This design comes from an exercise in tuning for small area and a short achievable clock period on the open sky130 flow, not from production work.
Only simulation tests tie the RTL to the original design; equivalence was not proved.
Power is estimated from default activity; no workload was simulated.

==> inputs of run Y <==
==> flow/design.v <==
module abcd_output
(
	input clk,
	input rstn,
	input rx_pin_in,
	output ch_a_output, ch_b_output, ch_c_output, ch_d_output
);
	reg init;
	always @(posedge clk or negedge rstn)
		if (!rstn)
			init <= 1'b1;
		else
			init <= 1'b0;
	reg h2l_f1, h2l_f2;
	always @(posedge clk or negedge rstn)
		if (!rstn) begin
			h2l_f1 <= 1'b1;
			h2l_f2 <= 1'b1;
		end else begin
			h2l_f1 <= rx_pin_in;
			h2l_f2 <= h2l_f1;
		end
	wire h2l = h2l_f2 & ~h2l_f1;
	reg [3:0] st;							 
	reg [12:0] cnt;							 
	wire counting = (st != 4'd0) && (st <= 4'd12);
	wire bps = (st == 4'd1) ? (cnt[11] & cnt[9] & cnt[5] & cnt[3] & cnt[2])
	                         : (cnt[12] & cnt[10] & cnt[6] & cnt[4] & cnt[2] & cnt[1] & cnt[0]);
	always @(posedge clk)
		if (counting && !bps)
			cnt <= cnt + 1'b1;
		else
			cnt <= 13'd0;
	always @(posedge clk or negedge rstn)
		if (!rstn)
			st <= 4'd0;
		else case (st)
			4'd0, 4'd15: st <= h2l ? 4'd1 : 4'd0;
			4'd12, 4'd13, 4'd14: st <= st + 1'b1;
			default: if (bps) st <= st + 1'b1;
		endcase
	reg [15:0] sr;
	wire sample = bps && (st >= 4'd2) && (st <= 4'd9);
	always @(posedge clk)
		if (sample)
			sr <= {rx_pin_in, sr[15:1]};
	wire [7:0] rdata = sr[15:8];
	wire byte_ev = (st == 4'd15);			 
	reg [1:0] cst;							 
	reg [2:0] func;							 
	wire [2:0] func_code =
		(rdata[7:3] == 5'b01000 && rdata[2:0] != 3'd7) ? rdata[2:0] :
		(rdata == 8'd83) ? 3'd7 : 3'd0;
	always @(posedge clk or negedge rstn)
		if (!rstn)
			cst <= 2'd0;
		else if (byte_ev)
			cst <= (cst == 2'd1) ? 2'd2 : (cst == 2'd0) ? 2'd1 : 2'd0;
	always @(posedge clk)
		if (byte_ev && cst == 2'd0)
			func <= func_code;
	wire [15:0] value = {sr[7:0], sr[15:8]};
	wire commit = byte_ev && (cst == 2'd2);
	localparam [31:0] DIVIDEND = 32'd50000000;
	wire [4:0] cl = cnt[4:0];
	wire [4:0] bidx = 5'd26 - cl;
	wire dbit = DIVIDEND[bidx] & st[0] & st[1];
	wire rclr = (cl == 5'd0) && st[0] && st[1];	 
	reg [15:0] nrem;
	reg [15:0] nquo;
	wire [16:0] nr2 = {nrem, ~dbit};
	wire [16:0] sum;
	wire co;
	add_c #(17) u_div (.a(nr2), .b({1'b0, value}), .s(sum), .co(co));
	wire ge = ~co;
	always @(posedge clk) begin
		nrem <= rclr ? 16'hffff : (ge ? sum[15:0] : nr2[15:0]);
		nquo <= {nquo[14:0], co};
	end
	reg [9:0] delay_a, delay_b, delay_c, delay_d, duty;
	reg [15:0] nframe, ntick;				 
	wire nz = (value != 16'd0);
	wire [9:0] vsat = value[9:0] | {10{|value[15:10]}};
	wire wr_a = commit && func == 3'd1;
	wire wr_b = commit && func == 3'd2;
	wire wr_c = commit && func == 3'd3;
	wire wr_d = commit && func == 3'd4;
	wire wr_e = commit && func == 3'd5;
	always @(posedge clk) begin
		if (init | wr_a) delay_a <= init ? 10'd0 : vsat;
		if (init | wr_b) delay_b <= init ? 10'd10 : vsat;
		if (init | wr_c) delay_c <= init ? 10'd20 : vsat;
		if (init | wr_d) delay_d <= init ? 10'd30 : vsat;
		if (init | wr_e) duty <= init ? 10'd5 : vsat;
	end
	wire wr_f = commit && nz && func == 3'd6;
	wire wr_s = commit && nz && func == 3'd7;
	always @(posedge clk) begin
		if (init | wr_f) nframe <= init ? ~16'd19264 : nquo;	 
		if (init | wr_s) ntick <= init ? ~16'd50000 : nquo;	 
	end
	reg [15:0] fcnt, tcnt;
	reg [9:0] tnum;
	reg oa, ob, oc, od;
	wire frame_c, tick_c;
	cmp_chain #(16) u_fr (.a(fcnt), .nb(nframe), .ci(1'b1), .co(frame_c));
	cmp_chain #(16) u_tk (.a(tcnt), .nb(ntick), .ci(1'b1), .co(tick_c));
	wire frame = frame_c & ~init;
	wire tick = tick_c & ~init;
	wire [15:0] fcnt_inc, tcnt_inc;
	wire [9:0] m;
	incr #(16) u_fi (.a(fcnt), .ci(~tick), .s(fcnt_inc));
	incr #(16) u_ti (.a(tcnt), .ci(1'b1), .s(tcnt_inc));
	incr #(10) u_ni (.a(tnum), .ci(tick), .s(m));		 
	wire [9:0] w;
	wire wpos;
	sub_ge #(10) u_w (.a(m), .b(duty), .d(w), .ge(wpos));
	wire duty0 = ~|duty;
	wire force1 = frame | duty0;
	wire kill = force1 | ~wpos;
	wire [9:0] nb1 = ~(m & {10{~force1}});
	wire [9:0] nb2 = ~(w & {10{~kill}});
	wire g1a, g1b, g1c, g1d, g2a, g2b, g2c, g2d;
	cmp_chain #(10) u_1a (.a(delay_a), .nb(nb1), .ci(1'b0), .co(g1a));
	cmp_chain #(10) u_1b (.a(delay_b), .nb(nb1), .ci(1'b0), .co(g1b));
	cmp_chain #(10) u_1c (.a(delay_c), .nb(nb1), .ci(1'b0), .co(g1c));
	cmp_chain #(10) u_1d (.a(delay_d), .nb(nb1), .ci(1'b0), .co(g1d));
	cmp_chain #(10) u_2a (.a(delay_a), .nb(nb2), .ci(kill), .co(g2a));
	cmp_chain #(10) u_2b (.a(delay_b), .nb(nb2), .ci(kill), .co(g2b));
	cmp_chain #(10) u_2c (.a(delay_c), .nb(nb2), .ci(kill), .co(g2c));
	cmp_chain #(10) u_2d (.a(delay_d), .nb(nb2), .ci(kill), .co(g2d));
	wire upd = frame | tick;
	always @(posedge clk) begin
		fcnt <= (frame | init) ? {15'd0, init} : fcnt_inc;
		tcnt <= (upd | init) ? {15'd0, init} : tcnt_inc;
		tnum <= (frame | init) ? 10'd0 : m;
	end
	always @(posedge clk or negedge rstn)
		if (!rstn) begin
			oa <= 1'b0; ob <= 1'b0; oc <= 1'b0; od <= 1'b0;
		end else if (upd) begin
			oa <= ~g1a & g2a;
			ob <= ~g1b & g2b;
			oc <= ~g1c & g2c;
			od <= ~g1d & g2d;
		end
	assign ch_a_output = oa;
	assign ch_b_output = ob;
	assign ch_c_output = oc;
	assign ch_d_output = od;
endmodule
module cmp_chain #(parameter N = 16)
(
	input [N-1:0] a,
	input [N-1:0] nb,
	input ci,
	output co
);
	wire [N:0] c;
	assign c[0] = ci;
	genvar i;
	generate for (i = 0; i < N; i = i + 1) begin : g
		assign c[i+1] = (a[i] & nb[i]) | (c[i] & (a[i] | nb[i]));
	end endgenerate
	assign co = c[N];
endmodule
module add_c #(parameter N = 17)
(
	input [N-1:0] a,
	input [N-1:0] b,
	output [N-1:0] s,
	output co
);
	wire [N:0] c;
	assign c[0] = 1'b0;
	genvar i;
	generate for (i = 0; i < N; i = i + 1) begin : g
		assign s[i] = a[i] ^ b[i] ^ c[i];
		assign c[i+1] = (a[i] & b[i]) | (c[i] & (a[i] | b[i]));
	end endgenerate
	assign co = c[N];
endmodule
module incr #(parameter N = 16)
(
	input [N-1:0] a,
	input ci,
	output [N-1:0] s
);
	wire [N:0] c;
	assign c[0] = ci;
	genvar i;
	generate for (i = 0; i < N; i = i + 1) begin : g
		assign s[i] = a[i] ^ c[i];
		assign c[i+1] = a[i] & c[i];
	end endgenerate
endmodule
module sub_ge #(parameter N = 17)
(
	input [N-1:0] a,
	input [N-1:0] b,
	output [N-1:0] d,
	output ge
);
	wire [N:0] c;
	assign c[0] = 1'b1;
	genvar i;
	generate for (i = 0; i < N; i = i + 1) begin : g
		assign d[i] = a[i] ^ ~b[i] ^ c[i];
		assign c[i+1] = (a[i] & ~b[i]) | (c[i] & (a[i] | ~b[i]));
	end endgenerate
	assign ge = c[N];
endmodule
==> flow/flow/run.sh <==
#!/bin/bash
# Own layout flow: the standard ORFS flow with
#  - a stronger area-oriented ABC script for the synthesis's logic mapping
#    (registers are mapped before ABC, so they are the standard synthesis's),
#  - the CTS and port-buffer options given in flow/opts.sh.
# Each step's full output goes to a log file in this folder and in orfs/logs.
set -euo pipefail
W=$PWD
rm -rf "$W/scripts_mod"
cp -r "$FLOW_HOME/scripts" "$W/scripts_mod"
cp "$W/flow/abc_area.script" "$W/scripts_mod/abc_area.script"
source "$W/flow/opts.sh"
bash "$W/standard.sh" SCRIPTS_DIR="$W/scripts_mod" "${EXTRA_ARGS[@]}" finish > "$W/standard_flow.log" 2>&1
==> flow/flow/abc_area.script <==
strash
balance -l;resub -K 6 -l;rewrite -l;resub -K 6 -N 2 -l;refactor -l;resub -K 8 -l;balance -l;resub -K 8 -N 2 -l;rewrite -l;resub -K 10 -l;rewrite -z -l;resub -K 10 -N 2 -l;balance -l;resub -K 12 -l;refactor -z -l;resub -K 12 -N 2 -l;rewrite -z -l;balance -l
&get -n
&dch -f
&nf -a -p -R 1000
&put
==> flow/flow/opts.sh <==
# make variables passed to standard.sh (they override the ones it sets)
EXTRA_ARGS=(
  "ADDER_MAP_FILE="
  "CTS_ARGS=-sink_clustering_enable -repair_clock_nets -buf_list sky130_fd_sc_hd__clkbuf_8 -root_buf sky130_fd_sc_hd__clkbuf_16 -sink_clustering_size 20 -sink_clustering_max_diameter 60 -dont_use_dummy_load"
  "BUFFER_PORTS_ARGS=-buffer_cell sky130_fd_sc_hd__buf_2"
)
==> flow/standard.sh <==
#!/bin/bash
# synth_recipe.tcl (not shown) runs the flow's synth.tcl, then flattens the netlist and writes it again
# the make line also repeats each setting of config.mk as NAME=value (left out here)
make -C /OpenROAD-flow-scripts/flow DESIGN_CONFIG=/design/flow/config.mk WORK_HOME=/design/flow/orfs CLKGATE_MAP_FILE= SYNTH_SCRIPT=/design/flow/synth_recipe.tcl "${@:-finish}"
==> flow/config.mk <==
export PLATFORM = sky130hd
export DESIGN_NAME = abcd_output
export DESIGN_NICKNAME = abcd_output
export VERILOG_FILES = /design/flow/design.v
export SDC_FILE = /design/flow/constraint.sdc
export NUM_CORES = 4
export LEC_CHECK = 0
export ABC_AREA = 1
export CAP_MARGIN = 20
export CORE_MARGIN = 2
export CORE_UTILIZATION = 60
export SLEW_MARGIN = 20
==> flow/constraint.sdc <==
create_clock -name core_clock -period 110.0 [get_ports {clk}]
set_input_delay 22.0000 -clock core_clock [delete_from_list [all_inputs] [get_ports {clk}]]
set_output_delay 22.0000 -clock core_clock [all_outputs]
set_load 0.01 [all_outputs]
==> run E (differences from run Y) <==
--- a/flow/design.v
+++ b/flow/design.v
@@ -6,10 +6,4 @@
 	output ch_a_output, ch_b_output, ch_c_output, ch_d_output
 );
-	reg init;
-	always @(posedge clk or negedge rstn)
-		if (!rstn)
-			init <= 1'b1;
-		else
-			init <= 1'b0;
 	reg h2l_f1, h2l_f2;
 	always @(posedge clk or negedge rstn)
@@ -23,10 +17,12 @@
 	wire h2l = h2l_f2 & ~h2l_f1;
 	reg [3:0] st;							 
-	reg [12:0] cnt;							 
+	reg [12:0] cnt;
 	wire counting = (st != 4'd0) && (st <= 4'd12);
-	wire bps = (st == 4'd1) ? (cnt[11] & cnt[9] & cnt[5] & cnt[3] & cnt[2])
-	                         : (cnt[12] & cnt[10] & cnt[6] & cnt[4] & cnt[2] & cnt[1] & cnt[0]);
-	always @(posedge clk)
-		if (counting && !bps)
+	wire bps = (cnt == 13'd2604);
+	wire cnt_wrap = (cnt == 13'd5207);
+	always @(posedge clk or negedge rstn)
+		if (!rstn)
+			cnt <= 13'd0;
+		else if (counting && !cnt_wrap)
 			cnt <= cnt + 1'b1;
 		else
@@ -64,48 +60,48 @@
 	localparam [31:0] DIVIDEND = 32'd50000000;
 	wire [4:0] cl = cnt[4:0];
-	wire [4:0] bidx = 5'd26 - cl;
-	wire dbit = DIVIDEND[bidx] & st[0] & st[1];
-	wire rclr = (cl == 5'd0) && st[0] && st[1];	 
-	reg [15:0] nrem;
-	reg [15:0] nquo;
-	wire [16:0] nr2 = {nrem, ~dbit};
-	wire [16:0] sum;
-	wire co;
-	add_c #(17) u_div (.a(nr2), .b({1'b0, value}), .s(sum), .co(co));
-	wire ge = ~co;
+	wire [4:0] bidx = 5'd25 - (cl - 5'd22);
+	wire dbit = DIVIDEND[bidx] & st[0] & st[3];
+	wire rclr = (cl == 5'd21);
+	reg [15:0] rem;
+	reg [15:0] quo;
+	wire [16:0] r2 = {rem, dbit};
+	wire ge;
+	wire [16:0] diff;
+	sub_ge #(17) u_div (.a(r2), .b({1'b0, value}), .ge(ge), .d(diff));
 	always @(posedge clk) begin
-		nrem <= rclr ? 16'hffff : (ge ? sum[15:0] : nr2[15:0]);
-		nquo <= {nquo[14:0], co};
+		rem <= rclr ? 16'd0 : (ge ? diff[15:0] : r2[15:0]);
+		quo <= {quo[14:0], ge};
 	end
 	reg [9:0] delay_a, delay_b, delay_c, delay_d, duty;
-	reg [15:0] nframe, ntick;				 
+	reg [15:0] frame_len, tick_len;
 	wire nz = (value != 16'd0);
 	wire [9:0] vsat = value[9:0] | {10{|value[15:10]}};
-	wire wr_a = commit && func == 3'd1;
-	wire wr_b = commit && func == 3'd2;
-	wire wr_c = commit && func == 3'd3;
-	wire wr_d = commit && func == 3'd4;
-	wire wr_e = commit && func == 3'd5;
-	always @(posedge clk) begin
-		if (init | wr_a) delay_a <= init ? 10'd0 : vsat;
-		if (init | wr_b) delay_b <= init ? 10'd10 : vsat;
-		if (init | wr_c) delay_c <= init ? 10'd20 : vsat;
-		if (init | wr_d) delay_d <= init ? 10'd30 : vsat;
-		if (init | wr_e) duty <= init ? 10'd5 : vsat;
-	end
-	wire wr_f = commit && nz && func == 3'd6;
-	wire wr_s = commit && nz && func == 3'd7;
-	always @(posedge clk) begin
-		if (init | wr_f) nframe <= init ? ~16'd19264 : nquo;	 
-		if (init | wr_s) ntick <= init ? ~16'd50000 : nquo;	 
-	end
+	always @(posedge clk or negedge rstn)
+		if (!rstn) begin
+			delay_a <= 10'd0;
+			delay_b <= 10'd10;
+			delay_c <= 10'd20;
+			delay_d <= 10'd30;
+			duty <= 10'd5;
+			frame_len <= 16'd19264;			 
+			tick_len <= 16'd50000;			 
+		end else if (commit) begin
+			case (func)
+				3'd1: delay_a <= vsat;
+				3'd2: delay_b <= vsat;
+				3'd3: delay_c <= vsat;
+				3'd4: delay_d <= vsat;
+				3'd5: duty <= vsat;
+				3'd6: if (nz) frame_len <= quo;
+				3'd7: if (nz) tick_len <= quo;
+				default: ;
+			endcase
+		end
 	reg [15:0] fcnt, tcnt;
 	reg [9:0] tnum;
 	reg oa, ob, oc, od;
-	wire frame_c, tick_c;
-	cmp_chain #(16) u_fr (.a(fcnt), .nb(nframe), .ci(1'b1), .co(frame_c));
-	cmp_chain #(16) u_tk (.a(tcnt), .nb(ntick), .ci(1'b1), .co(tick_c));
-	wire frame = frame_c & ~init;
-	wire tick = tick_c & ~init;
+	wire frame, tick;
+	cmp_ge #(16) u_fr (.a(fcnt), .b(frame_len), .ge(frame));
+	cmp_ge #(16) u_tk (.a(tcnt), .b(tick_len), .ge(tick));
 	wire [15:0] fcnt_inc, tcnt_inc;
 	wire [9:0] m;
@@ -131,17 +127,20 @@
 	cmp_chain #(10) u_2d (.a(delay_d), .nb(nb2), .ci(kill), .co(g2d));
 	wire upd = frame | tick;
-	always @(posedge clk) begin
-		fcnt <= (frame | init) ? {15'd0, init} : fcnt_inc;
-		tcnt <= (upd | init) ? {15'd0, init} : tcnt_inc;
-		tnum <= (frame | init) ? 10'd0 : m;
-	end
 	always @(posedge clk or negedge rstn)
 		if (!rstn) begin
+			fcnt <= 16'd0;
+			tcnt <= 16'd0;
+			tnum <= 10'd0;
 			oa <= 1'b0; ob <= 1'b0; oc <= 1'b0; od <= 1'b0;
-		end else if (upd) begin
-			oa <= ~g1a & g2a;
-			ob <= ~g1b & g2b;
-			oc <= ~g1c & g2c;
-			od <= ~g1d & g2d;
+		end else begin
+			fcnt <= frame ? 16'd0 : fcnt_inc;
+			tcnt <= upd ? 16'd0 : tcnt_inc;
+			tnum <= frame ? 10'd0 : m;
+			if (upd) begin
+				oa <= ~g1a & g2a;
+				ob <= ~g1b & g2b;
+				oc <= ~g1c & g2c;
+				od <= ~g1d & g2d;
+			end
 		end
 	assign ch_a_output = oa;
@@ -165,19 +164,11 @@
 	assign co = c[N];
 endmodule
-module add_c #(parameter N = 17)
+module cmp_ge #(parameter N = 16)
 (
 	input [N-1:0] a,
 	input [N-1:0] b,
-	output [N-1:0] s,
-	output co
-);
-	wire [N:0] c;
-	assign c[0] = 1'b0;
-	genvar i;
-	generate for (i = 0; i < N; i = i + 1) begin : g
-		assign s[i] = a[i] ^ b[i] ^ c[i];
-		assign c[i+1] = (a[i] & b[i]) | (c[i] & (a[i] | b[i]));
-	end endgenerate
-	assign co = c[N];
+	output ge
+);
+	cmp_chain #(N) u (.a(a), .nb(~b), .ci(1'b1), .co(ge));
 endmodule
 module incr #(parameter N = 16)
==> flow/flow/abc_area.script (replaced) <==
strash
dc2
&get -n
&dch -f
&nf -a -p
&put
==> flow/flow/opts.sh (replaced) <==
EXTRA_ARGS=(
  "CTS_ARGS=-sink_clustering_enable -repair_clock_nets -buf_list sky130_fd_sc_hd__clkbuf_8 -root_buf sky130_fd_sc_hd__clkbuf_16 -sink_clustering_size 20 -sink_clustering_max_diameter 60 -dont_use_dummy_load"
  "BUFFER_PORTS_ARGS=-buffer_cell sky130_fd_sc_hd__buf_2"
)
==> notes.md <==
- Between run Y and run E, the lower setup slack is in run Y (gap 0.0016 ns).
- In run E the final cell count is higher than in run Y, by 16%.
- Via count: run E is larger than run Y (about 9%).
- In run Y the synthesized cell count is lower than in run E, by about 14%.
- Of run E and run Y, run Y has the higher first-iteration DRC count (gap 30%, measured against run Y).
- Of run E and run Y, run E has the higher die area (gap 10%, measured against run Y).
- Between run Y and run E, the lower area after synthesis is in run Y (gap 9.7%, measured against run E).
- Of run E and run Y, run Y has the higher clock skew (gap 0.015 ns).
==> figures <==
	run E	run Y
Outcome	finished clean	finished clean
Required time at the endpoint of the critical path	110.41 ns	88.00 ns
Post-route worst hold slack	0.361 ns	0.320 ns
Std-Cell Core Area	15700 um2	13900 um2
H-tree lvl count	4	1
Power dissipated in the clock network	0.0000364 W	0.0000377 W
Tap cell count	216	180
Fraction of the mapped netlist area in simple logic gates	0.148	0.152
Count of multi-input gates	633	581
Maximum number of buffers from clock root to sink	2	3
Via-per-instance ratio	5.78	6.16
Clock Latency Late Sink	0.38 ns	0.47 ns
Wire length of the first global-routing pass	30.9 mm	27.8 mm
CTS sink cnt	200	201
Worst Path Buf+Inv	2	1
Final net count	1019	820
Post-Syn Nets	990	788
Vias	6691	6132

-- port drivers added, routing unchanged --
The results above use ideal ports. As a check the final layouts listed here were re-extracted and re-timed, cells and wires unchanged.
Step 1, drivers: a clkbuf_16 drives clk and a buf_2 each remaining input, both assumed.
Step 2, shift: input delay + t, output delay - t, t = (earliest + latest rising clock arrival at the registers) / 2. This alone moves slack from input paths to output paths.
Slacks: ideal / step 1 / step 2; pairs: ideal / step 1.
run	t, ns	setup slack, ns	hold slack, ns	worst register clock-pin slew, ns
run Y	0.492	87.039 / 86.997 / 87.489	0.320 / 0.320 / 0.320	0.12 / 0.12
run E	0.410	87.041 / 87.043 / 86.633	0.361 / 0.361 / 0.361	0.11 / 0.11
After both steps every run listed still meets setup and hold. For run E, which loses most, drivers alone change the setup slack by +0.002 ns; drivers and shift together by -0.408 ns. The worst setup slack also covers recovery checks on asynchronous resets.
